What follows belongs to an exercise in optimizing a design on an open flow for small area, a short achievable clock period and few clock cycles per item; a production flow would make more cautious choices.
The RTL was checked by simulation tests, not by an equivalence proof against the original design.
No activity file was given, so power comes from the tool's default toggle rates.

File: design/flow/config.mk
export PLATFORM = sky130hd
export DESIGN_NAME = bloom_filter_optimized
export DESIGN_NICKNAME = bloom_filter_optimized
export VERILOG_FILES = /design/flow/design.v
export SDC_FILE = /design/flow/constraint.sdc
export NUM_CORES = 4
export LEC_CHECK = 0
export CAP_MARGIN = 20
export CORE_MARGIN = 2
export CORE_UTILIZATION = 50
export PLACE_DENSITY = 0.65
export SLEW_MARGIN = 20
File: design/flow/constraint.sdc
create_clock -name core_clock -period 14.0 [get_ports {clk}]
set_input_delay 2.8000 -clock core_clock [delete_from_list [all_inputs] [get_ports {clk}]]
set_output_delay 2.8000 -clock core_clock [all_outputs]
set_load 0.01 [all_outputs]
File: design/flow/design.v
module bloom_bram #(
  parameter BIT_ARRAY_SIZE = 1024,
  parameter ADDR_WIDTH     = $clog2(BIT_ARRAY_SIZE)
)(
  input  logic                     clk,
  input  logic                     clr,
  input  logic                     we,
  input  logic [7:0]               row0_hi,
  input  logic [3:0]               row0_lo,
  input  logic [4:0]               col0,
  input  logic [7:0]               row1_hi,
  input  logic [3:0]               row1_lo,
  input  logic [4:0]               col1,
  output logic                     dout0,
  output logic                     dout1
);
  localparam ROWS = 32;
  localparam COLS = 32;
  logic [BIT_ARRAY_SIZE-1:0] mem;
  logic [ROWS-1:0] row0, row1;
  logic [COLS-1:0] colw0, colw1;
  for (genvar r = 0; r < ROWS; r++) begin : g_row
    assign row0[r] = row0_hi[r / 4] & row0_lo[r % 4];
    assign row1[r] = row1_hi[r / 4] & row1_lo[r % 4];
  end
  assign colw0 = we ? {{(COLS-1){1'b0}}, 1'b1} << col0 : '0;
  assign colw1 = we ? {{(COLS-1){1'b0}}, 1'b1} << col1 : '0;
  logic [BIT_ARRAY_SIZE-1:0] set;
  for (genvar i = 0; i < BIT_ARRAY_SIZE; i++) begin : g_set
    assign set[i] = (row0[i / COLS] & colw0[i % COLS]) | (row1[i / COLS] & colw1[i % COLS]);
  end
  always_ff @(posedge clk) begin
    if (clr)
      mem <= '0;
    else
      mem <= mem | set;
  end
  logic [COLS-1:0] hit0, hit1;
  for (genvar c = 0; c < COLS; c++) begin : g_rd
    logic [ROWS-1:0] colbits;
    for (genvar r = 0; r < ROWS; r++) begin : g_r
      assign colbits[r] = mem[r * COLS + c];
    end
    assign hit0[c] = colw0[c] & |(row0 & colbits);
    assign hit1[c] = colw1[c] & |(row1 & colbits);
  end
  assign dout0 = |hit0;
  assign dout1 = |hit1;
endmodule
module bloom_filter_optimized #(
  parameter BIT_ARRAY_SIZE = 1024,
  parameter HASH_WIDTH     = $clog2(BIT_ARRAY_SIZE)
)(
  input  logic                clk,
  input  logic                rst_n,        
  input  logic                enable,       
  input  logic [31:0]         src_ip,       
  input  logic [31:0]         dest_ip,      
  input  logic [15:0]         tag,          
  output logic                safe,         
  output logic                output_valid, 
  output logic [63:0]         header,       
  output logic [15:0]         out_tag,      
  output logic                busy          
);
  assign busy = 1'b0;
  function automatic [31:0] jsum (input logic [31:0] h, input logic [7:0] b);
    jsum = h + (h << 10) + {14'd0, b, 2'd0, b};
  endfunction
  function automatic [31:0] jmix (input logic [31:0] x);
    jmix = x ^ (x >> 6);
  endfunction
  function automatic [HASH_WIDTH-1:0] jfinal (input logic [31:0] f);
    logic [20:0] g;
    begin
      g = f[20:0] + {f[17:0], 3'd0};
      jfinal = g[9:0] ^ g[20:11];
    end
  endfunction
  logic        v1, v2, v3, v4, v5;
  logic [79:0] d1, d2, d3, d4, d5;        
  logic [31:0] s2, t2, s3, t3, s4, t4;    
  logic [HASH_WIDTH-1:0] hs, hd;
  logic [7:0] rs_hi5, rd_hi5;
  logic [3:0] rs_lo5, rd_lo5;
  logic [4:0] cs5, cd5;
  logic rd_s, rd_d;
  assign hs = jfinal(jmix(s4));
  assign hd = jfinal(jmix(t4));
  always_ff @(posedge clk) begin
    d1 <= {src_ip, dest_ip, tag};
    d2 <= d1;
    d3 <= d2;
    d4 <= d3;
    d5 <= d4;
    s2 <= jsum(jmix({14'd0, d1[55:48], 2'd0, d1[55:48]}), d1[63:56]);
    t2 <= jsum(jmix({14'd0, d1[23:16], 2'd0, d1[23:16]}), d1[31:24]);
    s3 <= jsum(jmix(s2), d2[71:64]);
    t3 <= jsum(jmix(t2), d2[39:32]);
    s4 <= jsum(jmix(s3), d3[79:72]);
    t4 <= jsum(jmix(t3), d3[47:40]);
    rs_hi5 <= 8'd1 << hs[9:7];
    rs_lo5 <= 4'd1 << hs[6:5];
    cs5    <= hs[4:0];
    rd_hi5 <= 8'd1 << hd[9:7];
    rd_lo5 <= 4'd1 << hd[6:5];
    cd5    <= hd[4:0];
    header  <= d5[79:16];
    out_tag <= d5[15:0];
    safe    <= rd_s & rd_d;
  end
  logic clr;
  always_ff @(posedge clk)
    clr <= !rst_n;
  always_ff @(posedge clk) begin
    if (!rst_n) begin
      v1 <= 1'b0;
      v2 <= 1'b0;
      v3 <= 1'b0;
      v4 <= 1'b0;
      v5 <= 1'b0;
      output_valid <= 1'b0;
    end else begin
      v1 <= enable;
      v2 <= v1;
      v3 <= v2;
      v4 <= v3;
      v5 <= v4;
      output_valid <= v5;
    end
  end
  bloom_bram #(
    .BIT_ARRAY_SIZE(BIT_ARRAY_SIZE),
    .ADDR_WIDTH(HASH_WIDTH)
  ) u_bram (
    .clk(clk),
    .clr(clr),
    .we(v5),
    .row0_hi(rs_hi5),
    .row0_lo(rs_lo5),
    .col0(cs5),
    .row1_hi(rd_hi5),
    .row1_lo(rd_lo5),
    .col1(cd5),
    .dout0(rd_s),
    .dout1(rd_d)
  );
endmodule
File: design/flow/flow/run.sh
#!/bin/bash
# Standard ORFS layout (the standard.sh), with the timing repair steps
# aiming for more setup slack than the design's clock period needs, plain
# buffers on the ports and a clock tree without dummy loads.  The flow's
# output goes to its own log.
set -euo pipefail
bash standard.sh \
  SETUP_SLACK_MARGIN=10.0 \
  "BUFFER_PORTS_ARGS=-buffer_cell sky130_fd_sc_hd__buf_1" \
  "CTS_ARGS=-sink_clustering_enable -repair_clock_nets -dont_use_dummy_load" \
  finish > standard_flow.log 2>&1
File: design/flow/standard.sh
#!/bin/bash
# synth_recipe.tcl (not shown) runs the flow's synth.tcl, then flattens the netlist and writes it again
# the make line also repeats each setting of config.mk as NAME=value (left out here)
make -C /OpenROAD-flow-scripts/flow DESIGN_CONFIG=/design/flow/config.mk WORK_HOME=/design/flow/orfs CLKGATE_MAP_FILE= SYNTH_SCRIPT=/design/flow/synth_recipe.tcl "${@:-finish}"
==> results.yml, run 1 <==
yosys:
  ys_top_cells_by_area: "dfxtp_1 (46%), a221oi_1 (13%), nor2_1 (6.1%), ha_1 (4.7%), a22oi_1 (4.0%)"
  syn_nets: 8365
  synth_mux_area_frac: 0.00116
  synth.distinct_cells: 79
  yosysWarnings: 2
  synth.avg_cell_area_sq_um: 9.52
  synth_compound_area_frac: 0.286
  synth_ff_type: "dfxtp_1"
  yosys_register_bits: 1722
  synth_top_cell_area_share: 0.456
  ys_seq_area_frac: 0.456
  synth_top_family_by_area: "compound AO/OA/AOI/OAI gates"
  netlist_instances: 7952
  synthXorXnorAreaFrac: 0.0413
  synth_edf_count: 0
  yosys.area.top_type: "dfxtp_1"
  synthArstFlopShare: 0
  syn-cell-area_sq_um: 75700
  synth_fa_ha_area_frac: 0.0589
  synthSimpleGateAreaFrac: 0.105
global_routing:
  antenna_found_initial: 13
  grt_pass1_vias: 68200
  grt_pass1_wl_um: 469000
  grt_max_degree: 217
  track_usage: 0.410
  grt.overflow.total: 0
detailed_routing:
  wl_per_cell_um: 34.0
  ant_nets: 0
  wirelength_um: 329000
  first_pass_iters: 13
  drc: 0
  viasPerCell: 7.57
  route.vias.total: 73300
  drt_iter0_drc: 15100
timing:
  tightest_slew_ns: 1.26
  setup_viol: 0
  whs_ns: 0.277
  rsz0062_at_grt: "true"
  period_share: 0.315
  fin_skew_ns: 0.0640
  fin_ws_ns: 9.58
  post-route-min-period_ns: 4.42
  report.final.slew_viol_count: 0
  slew-limit-headroom: 0.152
  tns_ns: 0
  finalHoldViolations: 0
  fmax_mhz: 226
worst_setup_path:
  slowest_delay_ns: 0.62
  crit_type: "reg -> reg"
  start_kind: "flip-flop"
  critPathRequiredTime_ns: 14.66
  path_max_fanout: 40
  arrival_ns: 5.08
  endpoint_kind: "flip-flop"
  crit_path_top_delay_cell: "o41ai_4"
  path_cells: "buf_4, and2_4, buf_4, a22o_1, a211oi_1, nand4_1, o41ai_4, nand4_1, nor4_4, a22oi_1"
clocking:
  clock_sinks: 1722
  clk_pin_slew_worst_paths_ns: 0.06
  h-tree-depth: 4
  cts_root_buf: "clkbuf_16"
  cts_tree: "done"
  worstSkewPairLatency_ns: 0.84
  clockBufferDepth: 3
  cts_buffers: 180
pwr:
  peakVddDrop_mv: 0.323
  leakage_nw: 30.8
  p_per_area_nw_per_um2: 243
floorplan:
  die-area_sq_um: 154000
  die_y_um: 393
  rows: 142
  core_area_sq_um: 150000
  io_pins: 166
  start_util: 0.504
  die_w_um: 393
min_path:
  hp-class: "reg -> reg"
layout:
  finalNetCount: 8073
  drive_above_1_share: 0.0944
  areaGrowthSynthToFinish_pct: 9.39
  design_area_sq_um: 82800
place:
  place_worst_setup_slack_ns: 8.95
  hpwl_um: 192000
  dpl_cell_area_sq_um: 77500
  gp_congestion: 1.02
  port_buffers: 164
run:
  maxCapViolCount: 0
run_status:
  status: "complete, no violations"
==> logic make-up after synthesis <==
kind of cell / count (synthesis)
AO/OA/AOI/OAI: 2675
AND/OR/NAND/NOR: 1839
flip-flops: 1722
buffers and inverters: 1020
XOR/XNOR: 357
adder cells (fa/ha/maj): 330
multiplexers: 8
other: 1
==> synthesized netlist by cell type, types with 14 or more instances <==
cell type     n
a221oi_1   1119
and2_1       82
a22oi_1     407
xnor2_1     167
a21o_1       46
nand3_1      88
nand2b_1     26
a211oi_1     27
o22ai_1      33
o21ai_0     155
buf_1        87
nor4_1       14
dfxtp_1    1722
nor3_1       45
ha_1        286
nand4_1      77
nor2_1     1225
nor2b_1      21
xor2_1      190
buf_2        35
a22o_1      336
o21bai_1     21
o31ai_1      29
clkbuf_1    714
inv_1       174
and3_1       74
o211ai_1     14
nand2_1     141
fa_1         44
a222oi_1    161
o21a_1       25
a2111oi_0    19
a21oi_1     166
==> metal layers <==
layer	GRT usage	share of wire
met5	0.000319	0.00060
met4	0.285	0.091
met3	0.170	0.16
met2	0.575	0.40
met1	0.506	0.35
==> sequential cells by signal (all words and copies together) (netlist names), 32 cells and up <==
name        flops
d1             80
u_bram.mem   1024
d2             80
s3             32
d3             80
d5             80
header         64
d4             80
t3             32
==> placed cells by master (no fill, tap or decap), drive strengths merged, types with 45 or more instances in the layout <==
| cell | n |
|---|---|
| a21o | 46 |
| a21oi | 166 |
| a221oi | 1119 |
| a222oi | 161 |
| a22o | 336 |
| a22oi | 408 |
| and2 | 86 |
| and3 | 74 |
| buf | 367 |
| clkbuf | 180 |
| dfxtp | 1722 |
| ha | 286 |
| inv | 176 |
| nand2 | 141 |
| nand3 | 88 |
| nand4 | 77 |
| nor2 | 1225 |
| nor3 | 45 |
| o21ai | 157 |
| xnor2 | 167 |
| xor2 | 190 |
==> worst paths after layout <==
| check | startpoint | to | slack, ns | depth (start not counted) |
|---|---|---|---|---|
| worst max-delay path | rs_lo5[1] | safe | 9.58 | 10 |
| worst min-delay path | d5[0] | out_tag[0] | 0.28 | 0 |
| worst max register to register | rs_lo5[1] | safe | 9.58 | 10 |
| worst min register to register | d5[0] | out_tag[0] | 0.28 | 0 |
==> metrics by stage <==
stage                      util  power, W  instances
after detailed placement  0.516    0.0156       9492
after CTS                 0.549    0.0197       9672
after floorplan               -    0.0128       7952
final                     0.551    0.0201       9683
after global routing      0.551    0.0211       9674
after global placement    0.516    0.0155       9492
==> power by group <==
group	switching [W]	internal, W	leakage, nW
combinational	0.00639	0.00366	14.5
clock	0.00185	0.00224	2.22
sequential	0.000501	0.00543	14.1
total	0.00874	0.0113	30.8
==> cell type report <==
| type | count | area (sq um) |
|---|---|---|
| Inverter | 178 | 668 |
| Sequential cell | 1722 | 34600 |
| Antenna cell | 9 | 22.5 |
| Timing Repair Buffer | 367 | 2630 |
| Multi-Input combinational cell | 5211 | 37800 |
| Fill cell | 13400 | 67400 |
| Tap cell | 2016 | 2520 |
| Clock buffer | 180 | 4500 |
==> critical path: cells and delay by family (launching register included) <==
kind	cells	cell delay (ns)
DFF	1	0.47
and+or+nand+nor	4	1.48
AOI/OAI and AO/OA	4	1.43
buffers and inverters	2	0.80
==> what timing repair did <==
action | 4_1_cts | 5_1_grt
gates cloned | 0 | 1
hold buffers | 0 | 0
setup buffers | 0 | 1
gates resized for setup | 164 | 65
setup endpoints to repair | 88 | 265
pin swaps | 0 | 4
Testbench counts, summed over its fixed seeds: cycles 12,048, items 12,000.
==> run 2: changes to the inputs <==
--- a/design/flow/design.v
+++ b/design/flow/design.v
@@ -4,12 +4,9 @@
 )(
   input  logic                     clk,
   input  logic                     clr,
-  input  logic                     we,
-  input  logic [7:0]               row0_hi,
-  input  logic [3:0]               row0_lo,
+  input  logic [31:0]              row0,
   input  logic [4:0]               col0,
-  input  logic [7:0]               row1_hi,
-  input  logic [3:0]               row1_lo,
+  input  logic [31:0]              row1,
   input  logic [4:0]               col1,
   output logic                     dout0,
   output logic                     dout1
@@ -17,17 +14,12 @@
   localparam ROWS = 32;
   localparam COLS = 32;
   logic [BIT_ARRAY_SIZE-1:0] mem;
-  logic [ROWS-1:0] row0, row1;
-  logic [COLS-1:0] colw0, colw1;
-  for (genvar r = 0; r < ROWS; r++) begin : g_row
-    assign row0[r] = row0_hi[r / 4] & row0_lo[r % 4];
-    assign row1[r] = row1_hi[r / 4] & row1_lo[r % 4];
-  end
-  assign colw0 = we ? {{(COLS-1){1'b0}}, 1'b1} << col0 : '0;
-  assign colw1 = we ? {{(COLS-1){1'b0}}, 1'b1} << col1 : '0;
+  logic [COLS-1:0] col0d, col1d;
+  assign col0d = {{(COLS-1){1'b0}}, 1'b1} << col0;
+  assign col1d = {{(COLS-1){1'b0}}, 1'b1} << col1;
   logic [BIT_ARRAY_SIZE-1:0] set;
   for (genvar i = 0; i < BIT_ARRAY_SIZE; i++) begin : g_set
-    assign set[i] = (row0[i / COLS] & colw0[i % COLS]) | (row1[i / COLS] & colw1[i % COLS]);
+    assign set[i] = (row0[i / COLS] & col0d[i % COLS]) | (row1[i / COLS] & col1d[i % COLS]);
   end
   always_ff @(posedge clk) begin
     if (clr)
@@ -41,8 +33,8 @@
     for (genvar r = 0; r < ROWS; r++) begin : g_r
       assign colbits[r] = mem[r * COLS + c];
     end
-    assign hit0[c] = colw0[c] & |(row0 & colbits);
-    assign hit1[c] = colw1[c] & |(row1 & colbits);
+    assign hit0[c] = col0d[c] & |(row0 & colbits);
+    assign hit1[c] = col1d[c] & |(row1 & colbits);
   end
   assign dout0 = |hit0;
   assign dout1 = |hit1;
@@ -81,9 +73,8 @@
   logic [79:0] d1, d2, d3, d4, d5;        
   logic [31:0] s2, t2, s3, t3, s4, t4;    
   logic [HASH_WIDTH-1:0] hs, hd;
-  logic [7:0] rs_hi5, rd_hi5;
-  logic [3:0] rs_lo5, rd_lo5;
-  logic [4:0] cs5, cd5;
+  logic [31:0] rs5, rd5;
+  logic [4:0]  cs5, cd5;
   logic rd_s, rd_d;
   assign hs = jfinal(jmix(s4));
   assign hd = jfinal(jmix(t4));
@@ -99,12 +90,10 @@
     t3 <= jsum(jmix(t2), d2[39:32]);
     s4 <= jsum(jmix(s3), d3[79:72]);
     t4 <= jsum(jmix(t3), d3[47:40]);
-    rs_hi5 <= 8'd1 << hs[9:7];
-    rs_lo5 <= 4'd1 << hs[6:5];
-    cs5    <= hs[4:0];
-    rd_hi5 <= 8'd1 << hd[9:7];
-    rd_lo5 <= 4'd1 << hd[6:5];
-    cd5    <= hd[4:0];
+    rs5 <= v4 ? 32'd1 << hs[9:5] : 32'd0;
+    cs5 <= hs[4:0];
+    rd5 <= v4 ? 32'd1 << hd[9:5] : 32'd0;
+    cd5 <= hd[4:0];
     header  <= d5[79:16];
     out_tag <= d5[15:0];
     safe    <= rd_s & rd_d;
@@ -135,12 +124,9 @@
   ) u_bram (
     .clk(clk),
     .clr(clr),
-    .we(v5),
-    .row0_hi(rs_hi5),
-    .row0_lo(rs_lo5),
+    .row0(rs5),
     .col0(cs5),
-    .row1_hi(rd_hi5),
-    .row1_lo(rd_lo5),
+    .row1(rd5),
     .col1(cd5),
     .dout0(rd_s),
     .dout1(rd_d)
==> design/flow/flow/run.sh (replaced) <==
#!/bin/bash
# Standard ORFS layout (the standard.sh), with the timing repair steps
# aiming for more setup slack than the design's clock period needs, plain
# buffers on the ports and a clock tree without dummy loads and with larger
# sink clusters.  The flow's output goes to its own log.
set -euo pipefail
bash standard.sh \
  SETUP_SLACK_MARGIN=10.1 \
  "BUFFER_PORTS_ARGS=-buffer_cell sky130_fd_sc_hd__buf_1" \
  "CTS_ARGS=-sink_clustering_enable -repair_clock_nets -dont_use_dummy_load -sink_clustering_size 28 -sink_clustering_max_diameter 60" \
  finish > standard_flow.log 2>&1
--- a/design/flow/config.mk
+++ b/design/flow/config.mk
@@ -7,6 +7,6 @@
 export LEC_CHECK = 0
 export CAP_MARGIN = 20
 export CORE_MARGIN = 2
-export CORE_UTILIZATION = 50
-export PLACE_DENSITY = 0.65
+export CORE_UTILIZATION = 45
+export PLACE_DENSITY = 0.6
 export SLEW_MARGIN = 20
==> run 2 against run 1 <==
Compared with the run above: synthesized area shrank 1.8%; clock-buffer cell count shrank 39; total power shrank 2.9%; still clean; setup slack gained 0.29 ns; final cell count shrank 1.8%; first-iteration DRC count shrank 26%; clock skew grew 0.0012 ns.
==> results.yml, run 2 <==
run_status:
  status: "complete, no violations"
yosys:
  netlist_instances: 7600
  synth.distinct_cells: 82
  synth_commonest_cells: "dfxtp_1 (1762), a221oi_1 (1281), nor2_1 (1188)"
  synthArstFlopShare: 0
  synth_top_cell_area_share: 0.475
  yosys.area.top_type: "dfxtp_1"
  syn-cell-area_sq_um: 74300
  yosysWarnings: 2
  ys_top_cells_by_area: "dfxtp_1 (47%), a221oi_1 (15%), nor2_1 (6.0%), a22oi_1 (5.2%), ha_1 (4.7%)"
  synth.avg_cell_area_sq_um: 9.78
  syn_nets: 8009
  synth.most_common_cell: "dfxtp_1"
  ys_seq_area_frac: 0.475
  yosys_register_bits: 1762
  synth_ff_type: "dfxtp_1"
  synth_edf_count: 0
worst_setup_path:
  path_cells: "buf_6"
  arrival_ns: 1.33
  crit_type: "reg -> out"
  endpoint_kind: "output pin"
  slowest_delay_ns: 0.40
  worst-r2r-setup-slack_ns: 10.20
  start_kind: "flip-flop"
  crit_path_top_delay_cell: "dfxtp_4"
  crit_family: "flip-flops"
  r2r-start: "rs5[27]"
  critPathBufInv: 1
  cp-startpoint: "safe"
  path_max_fanout: 1
  critPathRequiredTime_ns: 11.20
place:
  port_buffers: 164
  place_worst_setup_slack_ns: 9.82
  gp_congestion: 0.948
  hpwl_um: 167000
  place_inst: 9364
floorplan:
  io_pins: 166
  start_util: 0.452
  die_y_um: 410
  die_w_um: 410
  core_area_sq_um: 164000
  die-area_sq_um: 168000
  rows: 149
clocking:
  cts-hold-fix-buffers: 0
  cts_buffers: 141
  clockBufferDepth: 3
  clock_sinks: 1762
  h-tree-depth: 4
  cts_tree: "done"
  cts_root_buf: "clkbuf_16"
  worstSkewPairLatency_ns: 0.83
  clk_pin_slew_worst_paths_ns: 0.10
timing:
  whs_ns: 0.256
  report.final.slew_viol_count: 0
  rsz0062_at_grt: "true"
  period_share: 0.295
  finalHoldViolations: 0
  post-route-min-period_ns: 4.13
  slew-limit-headroom: 0.130
  fin_skew_ns: 0.0652
  fin_ws_ns: 9.87
  tns_ns: 0
  tightest_slew_ns: 1.29
  setup_viol: 0
  fmax_mhz: 242
layout:
  drive_above_1_share: 0.0933
  largest-register: "u_bram.mem"
  final_common_cell: "dfxtp_1"
  n_fill_cell: 15300
  final_cells: 9509
  finalNetCount: 7729
  multi_input_area_sq_um: 36000
  seqCellArea_sq_um: 35600
  layout_common_cells: "dfxtp_1 (1638), a221oi_1 (1281), nor2_1 (1124)"
  final_util: 0.493
  largest_reg_flops: 1024
  areaGrowthSynthToFinish_pct: 8.95
pwr:
  internal_power_w: 0.0110
  clockPowerShare: 0.181
  switching_share: 0.437
  leakage_nw: 29.8
  peakVddDrop_mv: 0.448
  p_seq_frac: 0.305
  p_sw_w: 0.00851
  p_per_area_nw_per_um2: 241
  combPwrFrac: 0.514
detailed_routing:
  first_pass_iters: 14
  ant_nets: 0
  viasPerCell: 7.04
  drc: 0
  drt_iter0_drc: 11200
  route.vias.total: 66900
  wirelength_um: 282000
  wl_per_cell_um: 29.7
global_routing:
  antenna_found_initial: 3
  track_usage: 0.320
  grt_max_degree: 218
  grt_pass1_wl_um: 411000
  grt.overflow.total: 0
  grt_pass1_vias: 62700
run:
  maxCapViolCount: 0
min_path:
  hp-class: "reg -> reg"
  hold_start: "d3[58]"
==> run 2: cell count changes after synthesis, moves of 67 or more <==
cell	delta
a221oi_1	+162
a222oi_1	-161
nand4_1	+143
a22oi_1	+107
o21ai_0	-85
a22o_1	-80
nand3_1	-67
==> run 2: power by group through the flow <==
stage               Combinational (W)  Sequential [W]  Clock (W)
floorplan                     0.00767         0.00579          0
CTS                           0.00986         0.00593    0.00358
detailed placement            0.00981         0.00604          0
finish                         0.0100         0.00595    0.00353
global route                   0.0110         0.00597    0.00376
global placement              0.00962         0.00603          0
==> run 2: final timing paths <==
kind,to,cells after the start
setup / recovery,safe,1
hold / removal,d4[58],0
setup reg to reg,safe,9
hold reg to reg,d4[58],0
==> run 2: area by class of cell <==
type | count | area share
Timing Repair Buffer | 362 | 0.0326
Inverter | 138 | 0.00640
Sequential cell | 1762 | 0.439
Multi-Input combinational cell | 4915 | 0.444
Antenna cell | 2 | 0.0000618
Tap cell | 2189 | 0.0338
Clock buffer | 141 | 0.0436
==> run 2: stage by stage <==
| step | power [W] | cell area [sq um] |
|---|---|---|
| 6_report | 0.0195 | 81000 |
| 5_1_grt | 0.0208 | 81000 |
| 4_1_cts | 0.0194 | 80600 |
| 3_5_place_dp | 0.0158 | 76800 |
| 3_3_place_gp | 0.0157 | 76700 |
| 2_1_floorplan | 0.0135 | 74300 |
==> run 2: logic make-up after synthesis <==
| group | synth area share |
|---|---|
| flops | 0.475 |
| other cells | 0.0000504 |
| mux | 0.00104 |
| xor+xnor | 0.0427 |
| compound gates | 0.272 |
| fa+ha+maj | 0.0599 |
| buf+inv | 0.0470 |
| simple gates | 0.103 |
==> run 2: timing repair <==
action,in CTS,in global routing
gates resized for setup,152,78
endpoints found under the setup margin,175,347
cloned,0,0
setup buffers,1,1
pin swaps,1,4
==> run 2: layer usage <==
layer	vias up	GRT usage	share of wire
met2	4897	0.482	0.43
met5	-	0	0.00012
met3	1119	0.0798	0.13
li1	28500	-	-
met4	4	0.191	0.068
met1	32400	0.413	0.38
Testbench counts of run 2, summed over its fixed seeds: cycles 12,048, items 12,000.
==> run 3: changes to the inputs <==
--- a/design/flow/config.mk
+++ b/design/flow/config.mk
@@ -7,6 +7,6 @@
 export LEC_CHECK = 0
 export CAP_MARGIN = 20
 export CORE_MARGIN = 2
-export CORE_UTILIZATION = 45
-export PLACE_DENSITY = 0.6
+export CORE_UTILIZATION = 50
+export PLACE_DENSITY = 0.65
 export SLEW_MARGIN = 20
==> run 3 against run 2 <==
Compared with the run above: clock skew down 0.0056 ns; synthesized area unchanged; critical path depth unchanged; die area down 9.9%; hold slack better by 0.022 ns; final cell count down 2.8%; total power down 0.58%; largest cell class unchanged.
==> results.yml, run 3 <==
yosys:
  synthXorXnorAreaFrac: 0.0427
  synth_edf_count: 0
  yosysWarnings: 2
  netlist_instances: 7600
  synthSimpleGateAreaFrac: 0.103
  synthArstFlopShare: 0
  synth_commonest_cells: "dfxtp_1 (1762), a221oi_1 (1281), nor2_1 (1188)"
  synth_top_cell_area_share: 0.475
  syn-cell-area_sq_um: 74300
  synth_top_family_by_area: "compound AO/OA/AOI/OAI gates"
  synth_mux_area_frac: 0.00104
  ys_top_cells_by_area: "dfxtp_1 (47%), a221oi_1 (15%), nor2_1 (6.0%), a22oi_1 (5.2%), ha_1 (4.7%)"
  synth_ff_type: "dfxtp_1"
  synth_compound_area_frac: 0.272
  ys_seq_area_frac: 0.475
  yosys_register_bits: 1762
  synth.distinct_cells: 82
  yosys.area.top_type: "dfxtp_1"
  syn_nets: 8009
  synth_fa_ha_area_frac: 0.0599
  synth.avg_cell_area_sq_um: 9.78
  synth.most_common_cell: "dfxtp_1"
timing:
  setup_viol: 0
  fin_ws_ns: 9.93
  period_share: 0.290
  report.final.slew_viol_count: 0
  fin_skew_ns: 0.0596
  finalHoldViolations: 0
  tns_ns: 0
  fmax_mhz: 246
  post-route-min-period_ns: 4.07
  tightest_slew_ns: 1.28
  slew-limit-headroom: 0.148
  rsz0062_at_grt: "true"
  whs_ns: 0.277
detailed_routing:
  drt-met1-wl_um: 102000
  drc: 0
  first_pass_iters: 9
  viasPerCell: 7.22
  route.vias.total: 66800
  drt_iter0_drc: 11300
  met2WireLength_um: 117000
  wl_per_cell_um: 29.7
  wirelength_um: 274000
  met3_length_um: 36400
  ant_nets: 0
  highest_layer: "met5"
layout:
  design_area_sq_um: 80500
  areaGrowthSynthToFinish_pct: 8.29
  final_common_cell: "dfxtp_1"
  drive_above_1_share: 0.0922
  final_util: 0.545
  largest_reg_flops: 1024
  seqCellArea_sq_um: 35600
  finalNetCount: 7724
  layout_common_cells: "dfxtp_1 (1639), a221oi_1 (1281), nor2_1 (1124)"
  multi_input_area_sq_um: 35900
  largest-register: "u_bram.mem"
  n_fill_cell: 13100
clocking:
  cts_tree: "done"
  clock_sinks: 1762
  clockBufferDepth: 3
  h-tree-depth: 4
  cts_buffers: 139
  cts-hold-fix-buffers: 0
  cts_root_buf: "clkbuf_16"
  worstSkewPairLatency_ns: 0.79
  clk_pin_slew_worst_paths_ns: 0.09
floorplan:
  rows: 141
  core_area_sq_um: 148000
  die-area_sq_um: 152000
  die_y_um: 390
  die_w_um: 390
  io_pins: 166
  start_util: 0.503
worst_setup_path:
  arrival_ns: 1.27
  path_cells: "buf_6"
  critPathBufInv: 1
  start_kind: "flip-flop"
  crit_path_top_delay_cell: "dfxtp_2"
  crit_type: "reg -> out"
  path_max_fanout: 1
  worst-r2r-setup-slack_ns: 10.19
  endpoint_kind: "output pin"
  crit_family: "flip-flops"
  slowest_delay_ns: 0.37
  critPathRequiredTime_ns: 11.20
place:
  dpl_cell_area_sq_um: 76300
  hpwl_um: 165000
  port_buffers: 164
  place_worst_setup_slack_ns: 9.98
  gp_congestion: 0.994
global_routing:
  grt_pass1_wl_um: 402000
  grt.overflow.total: 0
  grt_max_degree: 241
  antenna_found_initial: 2
  track_usage: 0.346
  grt_pass1_vias: 62400
pwr:
  peakVddDrop_mv: 0.711
  leakage_nw: 29.8
  p_per_area_nw_per_um2: 241
run_status:
  status: "complete, no violations"
run:
  maxCapViolCount: 0
min_path:
  hp-class: "reg -> reg"
[run 3: logic make-up (layout without fill, tap and decap cells)]
logic type                 after synthesis  in the layout
AOI/OAI and AO/OA                     2479           2479
DFF                                   1762           1762
and+or+nand+nor                       1738           1738
buffers and inverters                  923            636
xor gates and xnor gates               360            360
adders and majority gates              330            330
muxes                                    7              7
other                                    1              2
[run 3: path summary, 6_finish.rpt]
path         startpoint     end  cells after the start
max                safe    safe                      1
min              d3[56]  d4[56]                      0
max reg2reg     rd5[10]    safe                      8
min reg2reg      d3[56]  d4[56]                      0
[run 3: timing repair]
item,CTS,global route
buffers inserted,0,2
gates cloned,0,0
gates resized for setup,142,83
hold endpoints to repair,0,0
pin swaps,0,5
endpoints found under the setup margin,91,376
[run 3: cell type report]
class                           instances  share of cell area
Tap cell                             1930              0.0300
Clock buffer                          139              0.0432
Inverter                              138             0.00643
Antenna cell                            1           0.0000311
Multi-Input combinational cell       4915               0.446
Timing Repair Buffer                  359              0.0319
Sequential cell                      1762               0.442
[run 3: metrics by stage]
| step | std cells | power (W) |
|---|---|---|
| floorplan | 7600 | 0.0135 |
| global placement | 9102 | 0.0155 |
| detailed placement | 9102 | 0.0157 |
| CTS | 9241 | 0.0191 |
| global route | 9243 | 0.0206 |
| finish | 9244 | 0.0194 |
[run 3: layer usage]
metal / vias to the layer above / track usage
li1: 28400 / -
met1: 32000 / 0.448
met2: 5084 / 0.521
met3: 1179 / 0.0893
met4: 2 / 0.200
met5: - / 0
[run 3: power breakdown]
group / internal, W / switching (W)
combinational: 0.00375 / 0.00617
clock: 0.00175 / 0.00172
sequential: 0.00549 / 0.000493
==> run 4: changes to the inputs <==
--- a/design/flow/flow/run.sh
+++ b/design/flow/flow/run.sh
@@ -7,5 +7,5 @@
 bash standard.sh \
   SETUP_SLACK_MARGIN=10.1 \
   "BUFFER_PORTS_ARGS=-buffer_cell sky130_fd_sc_hd__buf_1" \
-  "CTS_ARGS=-sink_clustering_enable -repair_clock_nets -dont_use_dummy_load -sink_clustering_size 28 -sink_clustering_max_diameter 60" \
+  "CTS_ARGS=-sink_clustering_enable -repair_clock_nets -dont_use_dummy_load -sink_clustering_size 35 -sink_clustering_max_diameter 70" \
   finish > standard_flow.log 2>&1
==> run 4 against run 3 <==
Compared with the run above: hold slack lost 0.033 ns; routed wire length is essentially flat; combinational power is essentially flat; non-clock buffer count is the same.
==> results.yml, run 4 <==
timing:
  post-route-min-period_ns: 4.05
  fin_ws_ns: 9.95
  fmax_mhz: 247
  period_share: 0.289
  rsz0062_at_grt: "true"
  fin_skew_ns: 0.0812
  finalHoldViolations: 0
  tns_ns: 0
  tightest_slew_ns: 1.15
  slew-limit-headroom: 0.224
  report.final.slew_viol_count: 0
  setup_viol: 0
  whs_ns: 0.244
layout:
  areaGrowthSynthToFinish_pct: 7.43
  antenna_cells: 0
  multi_input_area_sq_um: 35900
  largest_reg_flops: 1024
  finalNetCount: 7699
  seqCellArea_sq_um: 35600
  largest-register: "u_bram.mem"
  final_common_cell: "dfxtp_1"
  layout_common_cells: "dfxtp_1 (1639), a221oi_1 (1281), nor2_1 (1124)"
  drive_above_1_share: 0.0891
  n_fill_cell: 13200
place:
  place_worst_setup_slack_ns: 9.98
  port_buffers: 164
  gp_congestion: 0.994
  hpwl_um: 165000
yosys:
  synth_top_cell_area_share: 0.475
  synthXorXnorAreaFrac: 0.0427
  synthSimpleGateAreaFrac: 0.103
  syn_nets: 8009
  synth.most_common_cell: "dfxtp_1"
  synth_fa_ha_area_frac: 0.0599
  synth_commonest_cells: "dfxtp_1 (1762), a221oi_1 (1281), nor2_1 (1188)"
  synth.distinct_cells: 82
  yosys.area.top_type: "dfxtp_1"
  yosysWarnings: 2
  synth_edf_count: 0
  synthArstFlopShare: 0
  synth_top_family_by_area: "compound AO/OA/AOI/OAI gates"
  syn-cell-area_sq_um: 74300
  synth_ff_type: "dfxtp_1"
  synth_compound_area_frac: 0.272
  synth_mux_area_frac: 0.00104
  yosys_register_bits: 1762
  synth.avg_cell_area_sq_um: 9.78
  netlist_instances: 7600
  ys_seq_area_frac: 0.475
  ys_top_cells_by_area: "dfxtp_1 (47%), a221oi_1 (15%), nor2_1 (6.0%), a22oi_1 (5.2%), ha_1 (4.7%)"
detailed_routing:
  drt_iter0_drc: 11500
  drc: 0
  wl_per_cell_um: 29.7
  route.vias.total: 66500
  first_pass_iters: 12
  wirelength_um: 274000
  ant_nets: 0
  viasPerCell: 7.21
global_routing:
  antenna_found_initial: 1
  grt_pass1_vias: 62000
  grt_max_degree: 241
  grt_pass1_wl_um: 401000
  grt.overflow.total: 0
  track_usage: 0.344
min_path:
  hp-class: "reg -> reg"
  whs_endpoint: "d2[32]"
  hold_depth: 0
  hold_start: "d1[32]"
pwr:
  internal_power_w: 0.0107
  p_sw_w: 0.00833
  leakage_nw: 29.5
  switching_share: 0.438
  p_per_area_nw_per_um2: 238
  total_power_w: 0.0190
  combPwrFrac: 0.522
  clockPowerShare: 0.163
  p_seq_frac: 0.315
  peakVddDrop_mv: 0.578
clocking:
  cts_tree: "done"
  h-tree-depth: 3
  cts_buffers: 114
  worstSkewPairLatency_ns: 0.76
  cts_root_buf: "clkbuf_16"
  clockBufferDepth: 3
  clock_sinks: 1762
  clk_pin_slew_worst_paths_ns: 0.12
floorplan:
  die-area_sq_um: 152000
  die_w_um: 390
  io_pins: 166
  die_y_um: 390
  rows: 141
  start_util: 0.503
  core_area_sq_um: 148000
worst_setup_path:
  ff2ff_path_depth: 8
  path_cells: "buf_6"
  worst-r2r-setup-slack_ns: 10.20
  start_kind: "flip-flop"
  critPathBufInv: 1
  slowest_delay_ns: 0.37
  critPathRequiredTime_ns: 11.20
  path_max_fanout: 1
  endpoint_kind: "output pin"
  r2r-start: "rd5[10]"
  crit_path_top_delay_cell: "dfxtp_2"
  arrival_ns: 1.25
  timing.rr.end: "safe"
  crit_type: "reg -> out"
  crit_family: "flip-flops"
run:
  maxCapViolCount: 0
run_status:
  status: "complete, no violations"
[run 4: cell count changes in the layout (fill, tap and decap cells not counted), sizes merged]
| cell | delta |
|---|---|
| clkbuf | -25 |
| diode | -1 |
[run 4: metal layers]
metal  global-route usage  vias to the layer above  routed length (um)
li1                     -                    28400                   -
met1                0.448                    31900              102000
met2                0.518                     5048              117000
met3               0.0869                     1137               35300
met4                0.198                        2               19300
met5                    0                        -                  11
[run 4: power by group through the flow]
stage / clock (W) / sequential (W) / combinational [W]
after detailed placement: 0 / 0.00607 / 0.00959
after CTS: 0.00314 / 0.00595 / 0.00965
after floorplan: 0 / 0.00579 / 0.00767
after global placement: 0 / 0.00606 / 0.00943
final: 0.00309 / 0.00598 / 0.00992
after global routing: 0.00332 / 0.00600 / 0.0109
[run 4: worst max-delay path by stage]
stage	startpoint	end	slack (ns)	cells past startpoint
after detailed placement	d1[54]	s2[26]	9.98	15
after global placement	d1[54]	s2[26]	9.88	15
after floorplan	d1[54]	s2[26]	10.45	16
after global routing	header[37]	header[37]	9.88	1
after CTS	header[37]	header[37]	9.91	1
final	header[37]	header[37]	9.95	1
[run 4: area by class of cell]
class	count	share of cell area
clock buffer	114	0.0357
inverter	138	0.00649
multi-input combinational	4915	0.450
sequential	1762	0.446
tap	1930	0.0302
timing repair buffer	359	0.0321
[run 4: cell families after synthesis]
family / Yosys count
XOR/XNOR: 360
adder cells (fa/ha/maj): 330
AND/OR/NAND/NOR: 1738
buffers and inverters: 923
flip-flops: 1762
AO/OA/AOI/OAI: 2479
other: 1
multiplexers: 7
[run 4: what timing repair did]
action | 4_1_cts | 5_1_grt
hold buffers | 0 | 0
setup endpoints to repair | 90 | 374
pin swaps | 0 | 4
buffers inserted | 0 | 2
gates resized for setup | 144 | 80
[run 4: per-stage QoR]
step                utilization  cell area [sq um]  cells
CTS                       0.538              79500   9216
floorplan                     -              74300   7600
detailed placement        0.517              76300   9102
global route              0.541              79900   9218
global placement          0.517              76300   9102
finish                    0.541              79900   9218
==> run 5: changes to the inputs <==
--- a/design/flow/config.mk
+++ b/design/flow/config.mk
@@ -7,6 +7,6 @@
 export LEC_CHECK = 0
 export CAP_MARGIN = 20
 export CORE_MARGIN = 2
-export CORE_UTILIZATION = 50
-export PLACE_DENSITY = 0.65
+export CORE_UTILIZATION = 45
+export PLACE_DENSITY = 0.6
 export SLEW_MARGIN = 20
==> run 5 against run 4 <==
Compared with the run above: sequential power barely moved; clock power rose by 4%; combinational power barely moved; fmax down 1.4%; sequential share of layout area shrank 0.35 points; design area is 0.81% higher; core utilization fell by 5.1 points; hold slack better by 0.032 ns; critical path depth unchanged; first-iteration DRC count is 6.6% lower; critical path type unchanged.
==> results.yml, run 5 <==
run_status:
  status: "complete, no violations"
detailed_routing:
  viasPerCell: 7.03
  wirelength_um: 282000
  drt_iter0_drc: 10700
  route.vias.total: 66700
  wl_per_cell_um: 29.7
  first_pass_iters: 8
  ant_nets: 0
  drc: 0
floorplan:
  start_util: 0.452
  io_pins: 166
  die_y_um: 410
  die_w_um: 410
  rows: 149
  core_area_sq_um: 164000
  die-area_sq_um: 168000
worst_setup_path:
  ff2ff_path_depth: 9
  endpoint_kind: "output pin"
  crit_path_top_delay_cell: "dfxtp_4"
  crit_family: "flip-flops"
  critPathRequiredTime_ns: 11.20
  start_kind: "flip-flop"
  slowest_delay_ns: 0.40
  critPathBufInv: 1
  r2r-start: "rs5[27]"
  path_cells: "buf_6"
  worst-r2r-setup-slack_ns: 10.17
  arrival_ns: 1.30
  cp-startpoint: "safe"
  path_max_fanout: 1
  timing.rr.end: "safe"
  crit_path_end: "safe"
  crit_type: "reg -> out"
  cp_num_cells: 1
clocking:
  cts-hold-fix-buffers: 0
  cts_root_buf: "clkbuf_16"
  cts_tree: "done"
  cts_buffers: 120
  clock_sinks: 1762
  h-tree-depth: 3
  worstSkewPairLatency_ns: 0.79
  clk_pin_slew_worst_paths_ns: 0.11
  clockBufferDepth: 3
run:
  maxCapViolCount: 0
pwr:
  clockPowerShare: 0.167
  p_per_area_nw_per_um2: 238
  switching_share: 0.440
  leakage_nw: 29.5
  peakVddDrop_mv: 0.444
  p_seq_frac: 0.310
  total_power_w: 0.0192
  internal_power_w: 0.0107
  combPwrFrac: 0.523
  p_sw_w: 0.00845
yosys:
  synth_top_cell_area_share: 0.475
  yosys_register_bits: 1762
  yosysWarnings: 2
  yosys.area.top_type: "dfxtp_1"
  synth.most_common_cell: "dfxtp_1"
  synth_commonest_cells: "dfxtp_1 (1762), a221oi_1 (1281), nor2_1 (1188)"
  synth.distinct_cells: 82
  synth_edf_count: 0
  syn-cell-area_sq_um: 74300
  syn_nets: 8009
  synth_ff_type: "dfxtp_1"
  netlist_instances: 7600
  ys_seq_area_frac: 0.475
  ys_top_cells_by_area: "dfxtp_1 (47%), a221oi_1 (15%), nor2_1 (6.0%), a22oi_1 (5.2%), ha_1 (4.7%)"
  synth.avg_cell_area_sq_um: 9.78
  synthArstFlopShare: 0
place:
  gp_congestion: 0.948
  port_buffers: 164
  hpwl_um: 167000
  place_inst: 9364
layout:
  seqCellArea_sq_um: 35600
  multi_input_area_sq_um: 36000
  final_common_cell: "dfxtp_1"
  layout_common_cells: "dfxtp_1 (1637), a221oi_1 (1281), nor2_1 (1124)"
  largest-register: "u_bram.mem"
  areaGrowthSynthToFinish_pct: 8.30
  finalNetCount: 7709
  final_util: 0.490
  final_cells: 9494
  n_fill_cell: 15300
  drive_above_1_share: 0.0913
  largest_reg_flops: 1024
global_routing:
  antenna_found_initial: 4
  track_usage: 0.319
  grt_max_degree: 218
  grt_pass1_vias: 62600
  grt_pass1_wl_um: 411000
  grt.overflow.total: 0
timing:
  tns_ns: 0
  tightest_slew_ns: 1.26
  slew-limit-headroom: 0.155
  whs_ns: 0.276
  post-route-min-period_ns: 4.10
  rsz0062_at_grt: "true"
  finalHoldViolations: 0
  report.final.slew_viol_count: 0
  setup_viol: 0
  fmax_mhz: 244
  period_share: 0.293
  fin_skew_ns: 0.0866
min_path:
  hp-class: "reg -> reg"
  hold_start: "d4[62]"
==> run 5: repair_timing <==
action,in CTS,in global routing
resized for setup,152,82
setup endpoints to repair,192,371
setup buffers,2,1
pin swaps,1,4
==> run 5: power groups by stage <==
stage	sequential [W]	combinational (W)	clock, W
2_1_floorplan	0.00579	0.00767	0
3_3_place_gp	0.00603	0.00962	0
3_5_place_dp	0.00604	0.00981	0
4_1_cts	0.00593	0.00987	0.00326
5_1_grt	0.00597	0.0111	0.00344
6_report	0.00595	0.0100	0.00321
==> run 5: metrics by stage <==
| step | setup WS [ns] | instance area, sq um |
|---|---|---|
| 2_1_floorplan | 10.45 | 74300 |
| 3_3_place_gp | 9.66 | 76700 |
| 3_5_place_dp | 9.82 | 76800 |
| 4_1_cts | 9.86 | 80100 |
| 5_1_grt | 9.88 | 80500 |
| 6_report | 9.90 | 80500 |
==> run 5: routing by layer <==
metal  vias to the layer above  routed length, um  GRT usage
li1                      28400                  -          -
met1                     32400             108000      0.414
met3                      1099              35100     0.0767
met5                         -                 11          0
met4                         2              18900      0.185
met2                      4787             120000      0.482
==> run 5: area by class of cell <==
type / count / share of cell area
flip-flops and latches: 1762 / 0.442
diodes: 7 / 0.000218
repair buffers: 363 / 0.0329
inverters: 138 / 0.00643
clock buffers: 120 / 0.0373
multi-input cells: 4915 / 0.447
well taps: 2189 / 0.0340
==> run 5: how the worst min path moves through the flow <==
stage | endpoint | slack [ns] | depth (start not counted)
floorplan | d2[0] | 0.31 | 0
global placement | d3[15] | 0.31 | 0
detailed placement | header[19] | 0.31 | 0
CTS | d5[62] | 0.28 | 0
global route | d5[53] | 0.28 | 0
finish | d5[62] | 0.28 | 0
==> run 5: cells by family (layout without fill, tap and decap cells) <==
kind of cell             after synthesis  after routing  share of synthesized area
other                                  1              8                  0.0000504
flip-flops                          1762           1762                      0.475
AND/OR/NAND/NOR                     1738           1738                      0.103
AO/OA/AOI/OAI                       2479           2479                      0.272
buffers and inverters                923            621                     0.0470
multiplexers                           7              7                    0.00104
adder cells (fa/ha/maj)              330            330                     0.0599
XOR/XNOR                             360            360                     0.0427
==> run 6: changes to the inputs <==
--- a/design/flow/config.mk
+++ b/design/flow/config.mk
@@ -7,6 +7,6 @@
 export LEC_CHECK = 0
 export CAP_MARGIN = 20
 export CORE_MARGIN = 2
-export CORE_UTILIZATION = 45
-export PLACE_DENSITY = 0.6
+export CORE_UTILIZATION = 55
+export PLACE_DENSITY = 0.7
 export SLEW_MARGIN = 20
==> run 6 against run 5 <==
Compared with the run above: critical endpoint unchanged; non-clock buffer count stayed put; critical path type unchanged; clock skew decreased by 0.0073 ns; largest power group unchanged; fmax up 1.0%; sequential power about the same; synthesized area unchanged.
==> results.yml, run 6 <==
worst_setup_path:
  r2r-start: "rd5[7]"
  start_kind: "flip-flop"
  crit_type: "reg -> out"
  crit_path_top_delay_cell: "dfxtp_4"
  path_max_fanout: 1
  slowest_delay_ns: 0.37
  endpoint_kind: "output pin"
  ff2ff_path_depth: 9
  path_cells: "buf_6"
  crit_family: "flip-flops"
  crit_path_end: "safe"
  cp_num_cells: 1
  worst-r2r-setup-slack_ns: 10.22
  timing.rr.end: "safe"
  critPathBufInv: 1
  arrival_ns: 1.26
  critPathRequiredTime_ns: 11.20
  cp-startpoint: "safe"
yosys:
  synthArstFlopShare: 0
  yosysWarnings: 2
  syn_nets: 8009
  synth.distinct_cells: 82
  netlist_instances: 7600
  synth.avg_cell_area_sq_um: 9.78
  synth_edf_count: 0
  yosys.area.top_type: "dfxtp_1"
  ys_seq_area_frac: 0.475
  synth_ff_type: "dfxtp_1"
  syn-cell-area_sq_um: 74300
  synth.most_common_cell: "dfxtp_1"
  synth_commonest_cells: "dfxtp_1 (1762), a221oi_1 (1281), nor2_1 (1188)"
  ys_top_cells_by_area: "dfxtp_1 (47%), a221oi_1 (15%), nor2_1 (6.0%), a22oi_1 (5.2%), ha_1 (4.7%)"
  synth_top_cell_area_share: 0.475
  yosys_register_bits: 1762
timing:
  fmax_mhz: 246
  setup_viol: 0
  tns_ns: 0
  period_share: 0.290
  rsz0062_at_grt: "true"
  fin_skew_ns: 0.0794
  slew-limit-headroom: 0.171
  post-route-min-period_ns: 4.06
  finalHoldViolations: 0
  tightest_slew_ns: 1.23
  report.final.slew_viol_count: 0
pwr:
  leakage_nw: 29.4
  peakVddDrop_mv: 0.460
  p_per_area_nw_per_um2: 238
global_routing:
  grt_pass1_vias: 61900
  grt_use_met2: 0.548
  antenna_found_initial: 6
  use_met1: 0.478
  grt_max_degree: 242
  grt_pass1_wl_um: 393000
  use_met3: 0.101
  top_usage_layer: "met2"
  grt.overflow.total: 0
  track_usage: 0.370
detailed_routing:
  drt_iter0_drc: 12800
  route.vias.total: 66900
  viasPerCell: 7.38
  first_pass_iters: 9
  wl_per_cell_um: 29.5
  drc: 0
  wirelength_um: 267000
  ant_nets: 0
place:
  port_buffers: 164
  hpwl_um: 161000
  dpl_cell_area_sq_um: 76100
  gp_congestion: 1.01
clocking:
  clock_sinks: 1762
  clk_pin_slew_worst_paths_ns: 0.11
  cts_buffers: 111
  cts_root_buf: "clkbuf_16"
  cts-hold-fix-buffers: 0
  worstSkewPairLatency_ns: 0.81
  h-tree-depth: 3
  clockBufferDepth: 3
  cts_tree: "done"
floorplan:
  rows: 134
  die-area_sq_um: 138000
  io_pins: 166
  die_y_um: 372
  core_area_sq_um: 134000
  start_util: 0.556
  die_w_um: 372
layout:
  layout_common_cells: "dfxtp_1 (1640), a221oi_1 (1281), nor2_1 (1124)"
  drive_above_1_share: 0.0885
  largest_reg_flops: 1024
  areaGrowthSynthToFinish_pct: 7.03
  finalNetCount: 7700
  final_common_cell: "dfxtp_1"
  largest-register: "u_bram.mem"
  design_area_sq_um: 79600
run:
  maxCapViolCount: 0
min_path:
  hp-class: "reg -> reg"
run_status:
  status: "complete, no violations"
run 6: where the power goes:
group | switching [W] | internal [W] | leakage [nW]
combinational | 0.00620 | 0.00374 | 13.6
clock | 0.00165 | 0.00139 | 1.37
sequential | 0.000471 | 0.00549 | 14.5
run 6: worst min path at each step:
stage / slack [ns] / startpoint / end / cells past startpoint
2_1_floorplan: 0.31 / d1[0] / d2[0] / 0
3_3_place_gp: 0.31 / d4[2] / d5[2] / 0
3_5_place_dp: 0.31 / d5[74] / header[58] / 0
4_1_cts: 0.25 / d1[32] / d2[32] / 0
5_1_grt: 0.25 / d1[32] / d2[32] / 0
6_report: 0.25 / d1[32] / d2[32] / 0
run 6: layer usage:
layer,vias to the layer above,part of all wire
li1,28400,-
met1,32000,0.37
met2,5184,0.42
met3,1255,0.14
met4,10,0.076
met5,-,0.00021
run 6: cell families (layout without fill, tap and decap cells):
logic type / Yosys count / count (layout) / share of synthesized area
other cells: 1 / 2 / 0.0000504
compound gates: 2479 / 2479 / 0.272
xor+xnor: 360 / 360 / 0.0427
fa+ha+maj: 330 / 330 / 0.0599
flops: 1762 / 1762 / 0.475
buf+inv: 923 / 612 / 0.0470
mux: 7 / 7 / 0.00104
simple gates: 1738 / 1738 / 0.103
run 6: stage by stage:
| stage | utilization | hold WS (ns) | total power [W] | instances | setup slack, ns |
|---|---|---|---|---|---|
| 4_1_cts | 0.592 | 0.250 | 0.0187 | 9055 | 9.93 |
| 3_5_place_dp | 0.569 | 0.312 | 0.0157 | 8944 | 9.90 |
| 5_1_grt | 0.595 | 0.248 | 0.0201 | 9058 | 9.92 |
| 6_report | 0.595 | 0.247 | 0.0189 | 9058 | 9.94 |
| 2_1_floorplan | - | 0.310 | 0.0135 | 7600 | 10.45 |
| 3_3_place_gp | 0.569 | 0.310 | 0.0155 | 8944 | 9.75 |
run 6: timing repair:
item	4_1_cts	5_1_grt
buffers inserted	0	2
gates resized for setup	157	64
pin swaps	0	5
setup endpoints to repair	89	200
run 6: layout make-up:
class                   instances  area [sq um]
fillers                     11500         54200
multi-input cells            4915         35900
flip-flops and latches       1762         35600
clock buffers                 111          2780
repair buffers                363          2560
well taps                    1768          2210
inverters                     138           518
diodes                          1          2.50
==> run 7: changes to the inputs <==
--- a/design/flow/config.mk
+++ b/design/flow/config.mk
@@ -7,6 +7,6 @@
 export LEC_CHECK = 0
 export CAP_MARGIN = 20
 export CORE_MARGIN = 2
-export CORE_UTILIZATION = 55
-export PLACE_DENSITY = 0.7
+export CORE_UTILIZATION = 50
+export PLACE_DENSITY = 0.72
 export SLEW_MARGIN = 20
==> run 7 against run 6 <==
Compared with the run above: sequential power about the same; register-to-register slack lost 0.04 ns; fmax fell by 0.65%; non-clock buffer count shrank 9; routed wire length up 1.5%; core utilization fell by 5.5 points; hold slack improved by 0.036 ns; setup slack got worse by 0.026 ns; synthesized area did not move; global-route usage down 3.0 points; critical path type unchanged; largest power group unchanged.
==> results.yml, run 7 <==
detailed_routing:
  viasPerCell: 7.36
  route.vias.total: 67800
  wirelength_um: 271000
  drc: 0
  wl_per_cell_um: 29.4
  first_pass_iters: 11
  ant_nets: 0
  drt_iter0_drc: 13100
yosys:
  yosysWarnings: 2
  synth_edf_count: 0
  synth.avg_cell_area_sq_um: 9.78
  yosys_register_bits: 1762
  synth_ff_type: "dfxtp_1"
  yosys.area.top_type: "dfxtp_1"
  ys_top_cells_by_area: "dfxtp_1 (47%), a221oi_1 (15%), nor2_1 (6.0%), a22oi_1 (5.2%), ha_1 (4.7%)"
  synth_commonest_cells: "dfxtp_1 (1762), a221oi_1 (1281), nor2_1 (1188)"
  ys_seq_area_frac: 0.475
  syn-cell-area_sq_um: 74300
  synthArstFlopShare: 0
  synth.most_common_cell: "dfxtp_1"
  syn_nets: 8009
  synth.distinct_cells: 82
  synth_top_cell_area_share: 0.475
  netlist_instances: 7600
global_routing:
  track_usage: 0.340
  use_met1: 0.419
  top_usage_layer: "met2"
  antenna_found_initial: 4
  grt_pass1_wl_um: 399000
  use_met3: 0.107
  grt_max_degree: 241
  grt.overflow.total: 0
  grt_use_met2: 0.505
  grt_pass1_vias: 64000
timing:
  period_share: 0.292
  fmax_mhz: 245
  slew-limit-headroom: 0.0465
  tns_ns: 0
  finalHoldViolations: 0
  setup_viol: 0
  post-route-min-period_ns: 4.09
  tightest_slew_ns: 1.43
  report.final.slew_viol_count: 0
  rsz0062_at_grt: "true"
  fin_skew_ns: 0.124
place:
  gp_congestion: 1.00
  hpwl_um: 161000
  port_buffers: 164
clocking:
  clk_pin_slew_worst_paths_ns: 0.12
  h-tree-depth: 3
  cts_buffers: 108
  clockBufferDepth: 3
  cts_tree: "done"
  clock_sinks: 1762
  cts_root_buf: "clkbuf_16"
  cts-hold-fix-buffers: 0
  worstSkewPairLatency_ns: 0.81
worst_setup_path:
  worst-r2r-setup-slack_ns: 10.18
  crit_family: "flip-flops"
  crit_path_top_delay_cell: "dfxtp_2"
  timing.rr.end: "s2[26]"
  crit_type: "reg -> out"
  critPathRequiredTime_ns: 11.20
  crit_path_end: "header[6]"
  critPathBufInv: 1
  start_kind: "flip-flop"
  r2r-start: "d1[49]"
  path_cells: "buf_6"
  cp-startpoint: "header[6]"
  endpoint_kind: "output pin"
  slowest_delay_ns: 0.39
  arrival_ns: 1.29
  path_max_fanout: 1
  cp_num_cells: 1
  ff2ff_path_depth: 15
layout:
  largest-register: "u_bram.mem"
  largest_reg_flops: 1024
  areaGrowthSynthToFinish_pct: 7.28
  n_fill_cell: 13000
  layout_common_cells: "dfxtp_1 (1631), a221oi_1 (1281), nor2_1 (1124)"
  drive_above_1_share: 0.0882
  final_common_cell: "dfxtp_1"
  final_util: 0.540
  finalNetCount: 7688
pwr:
  peakVddDrop_mv: 0.544
  total_power_w: 0.0189
  p_per_area_nw_per_um2: 237
  leakage_nw: 29.4
floorplan:
  start_util: 0.503
  core_area_sq_um: 148000
  rows: 141
  die_w_um: 390
  io_pins: 166
  die-area_sq_um: 152000
  die_y_um: 390
run_status:
  status: "complete, no violations"
min_path:
  hp-class: "reg -> reg"
run:
  maxCapViolCount: 0
[run 7: cell counts after synthesis]
Identical to the previous run, type by type.
[run 7: timing repair]
item	4_1_cts	5_1_grt
pin swaps	0	2
endpoints found under the setup margin	87	135
cloned	0	0
setup buffers	0	0
resized for setup	154	77
[run 7: stage by stage]
stage | worst slack (ns) | cell area, sq um | instances | hold WS, ns
detailed placement | 9.73 | 76300 | 9098 | 0.312
global route | 9.89 | 79700 | 9207 | 0.277
CTS | 9.87 | 79400 | 9206 | 0.282
finish | 9.91 | 79800 | 9211 | 0.283
floorplan | 10.45 | 74300 | 7600 | 0.310
global placement | 9.78 | 76300 | 9098 | 0.310
[run 7: power by group]
group / internal, W / switching (W)
combinational: 0.00371 / 0.00624
clock: 0.00136 / 0.00165
sequential: 0.00549 / 0.000487
[run 7: cell families (layout without fill, tap and decap cells)]
logic type,count (synthesis),after routing,share of synthesized area
mux,7,7,0.00104
other cells,1,5,0.0000504
compound gates,2479,2479,0.272
flops,1762,1762,0.475
fa+ha+maj,330,330,0.0599
buf+inv,923,600,0.0470
xor+xnor,360,360,0.0427
simple gates,1738,1738,0.103
[run 7: metal layers]
| metal | wire length (um) | vias to the layer above |
|---|---|---|
| li1 | - | 28400 |
| met1 | 95500 | 32200 |
| met2 | 113000 | 5689 |
| met3 | 39800 | 1485 |
| met4 | 22600 | 6 |
| met5 | 121 | - |
[run 7: how the worst min path moves through the flow]
stage                      start    endpoint  slack [ns]  cells after the start
after floorplan            d1[0]       d2[0]        0.31                      0
after global placement    d4[14]      d5[14]        0.31                      0
after detailed placement  d5[26]  header[10]        0.31                      0
after CTS                  d4[6]       d5[6]        0.28                      0
after global routing      d3[34]      d4[34]        0.28                      0
final                     d3[34]      d4[34]        0.28                      0
[run 7: layout make-up]
type                       count  area, sq um  area share
inverter                     138          518     0.00650
clock buffer                 108         2700      0.0339
antenna                        4         10.0    0.000126
tap                         1930         2410      0.0303
timing repair buffer         354         2610      0.0327
sequential                  1762        35600       0.446
multi-input combinational   4915        35900       0.450
==> run 8: changes to the inputs <==
--- a/design/flow/config.mk
+++ b/design/flow/config.mk
@@ -5,8 +5,8 @@
 export SDC_FILE = /design/flow/constraint.sdc
 export NUM_CORES = 4
 export LEC_CHECK = 0
-export CAP_MARGIN = 20
+export CAP_MARGIN = 10
 export CORE_MARGIN = 2
 export CORE_UTILIZATION = 50
-export PLACE_DENSITY = 0.72
-export SLEW_MARGIN = 20
+export PLACE_DENSITY = 0.65
+export SLEW_MARGIN = 10
==> run 8 against run 7 <==
Compared with the run above: synthesized area stayed put; synthesized cell count stayed put; combinational power is 0.5% lower; hold slack worse by 0.038 ns; first-iteration DRC count is 11% lower; core utilization hardly changed; flip-flop and latch count stayed put; sequential share of layout area hardly changed; via count is 2.2% lower; sequential power hardly changed; routed wire length is 0.76% higher; clock power is 2% higher; largest cell class unchanged; largest power group unchanged; highest routed layer is now met4.
==> results.yml, run 8 <==
clocking:
  cts_tree: "done"
  clock_sinks: 1762
  cts_root_buf: "clkbuf_16"
  worstSkewPairLatency_ns: 0.76
  cts-hold-fix-buffers: 0
  clk_pin_slew_worst_paths_ns: 0.12
  cts_buffers: 112
  h-tree-depth: 3
  clockBufferDepth: 3
worst_setup_path:
  critPathBufInv: 1
  path_cells: "buf_6"
  path_max_fanout: 1
  critPathRequiredTime_ns: 11.20
  arrival_ns: 1.24
  crit_type: "reg -> out"
  crit_path_top_delay_cell: "dfxtp_2"
  slowest_delay_ns: 0.37
  start_kind: "flip-flop"
  endpoint_kind: "output pin"
  crit_family: "flip-flops"
layout:
  n_fill_cell: 13100
  drive_above_1_share: 0.0881
  layout_common_cells: "dfxtp_1 (1644), a221oi_1 (1281), nor2_1 (1124)"
  multi_input_area_sq_um: 35900
  final_common_cell: "dfxtp_1"
  finalNetCount: 7697
  largest-register: "u_bram.mem"
  largest_reg_flops: 1024
  seqCellArea_sq_um: 35600
  areaGrowthSynthToFinish_pct: 7.35
place:
  port_buffers: 164
  hpwl_um: 165000
  gp_congestion: 0.994
detailed_routing:
  drt_iter0_drc: 11700
  ant_nets: 0
  route.vias.total: 66400
  drc: 0
  wirelength_um: 273000
  first_pass_iters: 7
  wl_per_cell_um: 29.6
  viasPerCell: 7.20
floorplan:
  die-area_sq_um: 152000
  die_y_um: 390
  die_w_um: 390
  core_area_sq_um: 148000
  start_util: 0.503
  io_pins: 166
  rows: 141
timing:
  period_share: 0.289
  fmax_mhz: 247
  slew-limit-headroom: 0.0530
  finalHoldViolations: 0
  report.final.slew_viol_count: 0
  whs_ns: 0.244
  tightest_slew_ns: 1.41
  fin_skew_ns: 0.0867
  post-route-min-period_ns: 4.04
  tns_ns: 0
  setup_viol: 0
  rsz0062_at_grt: "true"
min_path:
  hp-class: "reg -> reg"
yosys:
  synth_commonest_cells: "dfxtp_1 (1762), a221oi_1 (1281), nor2_1 (1188)"
  synth.avg_cell_area_sq_um: 9.78
  yosys.area.top_type: "dfxtp_1"
  syn-cell-area_sq_um: 74300
  synth_edf_count: 0
  synth_ff_type: "dfxtp_1"
  synth.distinct_cells: 82
  yosys_register_bits: 1762
  ys_seq_area_frac: 0.475
  netlist_instances: 7600
  synthArstFlopShare: 0
  yosysWarnings: 2
  synth_top_cell_area_share: 0.475
  syn_nets: 8009
  synth.most_common_cell: "dfxtp_1"
  ys_top_cells_by_area: "dfxtp_1 (47%), a221oi_1 (15%), nor2_1 (6.0%), a22oi_1 (5.2%), ha_1 (4.7%)"
run_status:
  status: "complete, no violations"
pwr:
  leakage_nw: 29.4
  peakVddDrop_mv: 0.533
  p_per_area_nw_per_um2: 237
global_routing:
  grt.overflow.total: 0
  grt_pass1_vias: 62000
  antenna_found_initial: 2
  track_usage: 0.343
  grt_pass1_wl_um: 400000
  grt_max_degree: 241
run:
  maxCapViolCount: 0
[run 8: report_power, final]
group,switching (W),internal [W]
combinational,0.00616,0.00374
sequential,0.000490,0.00549
clock,0.00166,0.00141
total,0.00830,0.0106
[run 8: final timing paths]
kind / start / endpoint / slack [ns] / cells past startpoint
worst min-delay path: d1[32] / d2[32] / 0.24 / 0
worst max register to register: rs5[5] / safe / 10.22 / 9
worst min register to register: d1[32] / d2[32] / 0.24 / 0
worst max-delay path: header[37] / header[37] / 9.96 / 1
[run 8: cells by family (layout without fill, tap and decap cells)]
logic type | Yosys count | count (layout) | synth area share
xor+xnor | 360 | 360 | 0.0427
fa+ha+maj | 330 | 330 | 0.0599
simple gates | 1738 | 1738 | 0.103
other cells | 1 | 2 | 0.0000504
flops | 1762 | 1762 | 0.475
buf+inv | 923 | 609 | 0.0470
compound gates | 2479 | 2479 | 0.272
mux | 7 | 7 | 0.00104
[run 8: metrics by stage]
step	setup slack, ns	instance area, sq um	utilization	instances	power (W)
after floorplan	10.45	74300	-	7600	0.0135
after global placement	9.88	76300	0.517	9102	0.0155
after detailed placement	9.95	76300	0.517	9102	0.0157
after CTS	9.92	79400	0.538	9214	0.0187
after global routing	9.91	79800	0.540	9216	0.0202
final	9.96	79800	0.540	9217	0.0189
[run 8: routing by layer]
| layer | vias up | global-route usage | routed length (um) |
|---|---|---|---|
| li1 | 28400 | - | - |
| met1 | 31800 | 0.447 | 102000 |
| met2 | 5044 | 0.513 | 116000 |
| met3 | 1147 | 0.0871 | 35700 |
| met4 | 0 | 0.205 | 19700 |
| met5 | - | 0 | 0 |
[run 8: what timing repair did]
action                                 in CTS  in global routing
setup endpoints to repair                  94                402
gates cloned                                0                  0
buffers inserted                            0                  2
endpoints found under the hold margin       0                  0
gates resized for setup                   138                 82
pin swaps                                   0                  4
[run 8: area by class of cell]
type,count,area share
sequential,1762,0.446
antenna,1,0.0000314
inverter,138,0.00649
clock buffer,112,0.0351
timing repair buffer,359,0.0320
multi-input combinational,4915,0.450
tap,1930,0.0303

## static timing again, ports no longer ideal
How much do the figures lean on ideal ports? The routed layouts below were timed once more, with nothing changed but the port constraints.
Step 1 (the two cells are an assumption about what drives the block):
set clk [get_ports {clk}]
set_driving_cell -lib_cell sky130_fd_sc_hd__clkbuf_16 $clk
set_driving_cell -lib_cell sky130_fd_sc_hd__buf_2 [delete_from_list [all_inputs] $clk]
Step 2 adds t to the input delays and takes it off the output delays; t is the mean of the earliest and latest rising clock arrival at the registers after step 1. Input paths then give back, and output paths get back, about the clock's delay inside the block.
Three values: no drivers, after step 1, after step 2; two values: the first two.
| run | t, ns | setup WS [ns] | worst setup path at the end |
|---|---|---|---|
| run 1 | 0.894 | 9.585 / 9.585 / 9.585 | register to register |
| run 2 | 0.869 | 9.873 / 9.793 / 10.203 | register to register |
| run 3 | 0.843 | 9.935 / 9.856 / 10.195 | register to register |
| run 4 | 0.815 | 9.953 / 9.874 / 10.202 | register to register |
| run 5 | 0.844 | 9.897 / 9.812 / 10.169 | register to register |
| run 6 | 0.820 | 9.940 / 9.865 / 10.219 | register to register |
| run 7 | 0.823 | 9.913 / 9.834 / 10.176 | register to register |
| run 8 | 0.817 | 9.957 / 9.880 / 10.216 | register to register |
After both steps setup and hold are still met in every run listed.
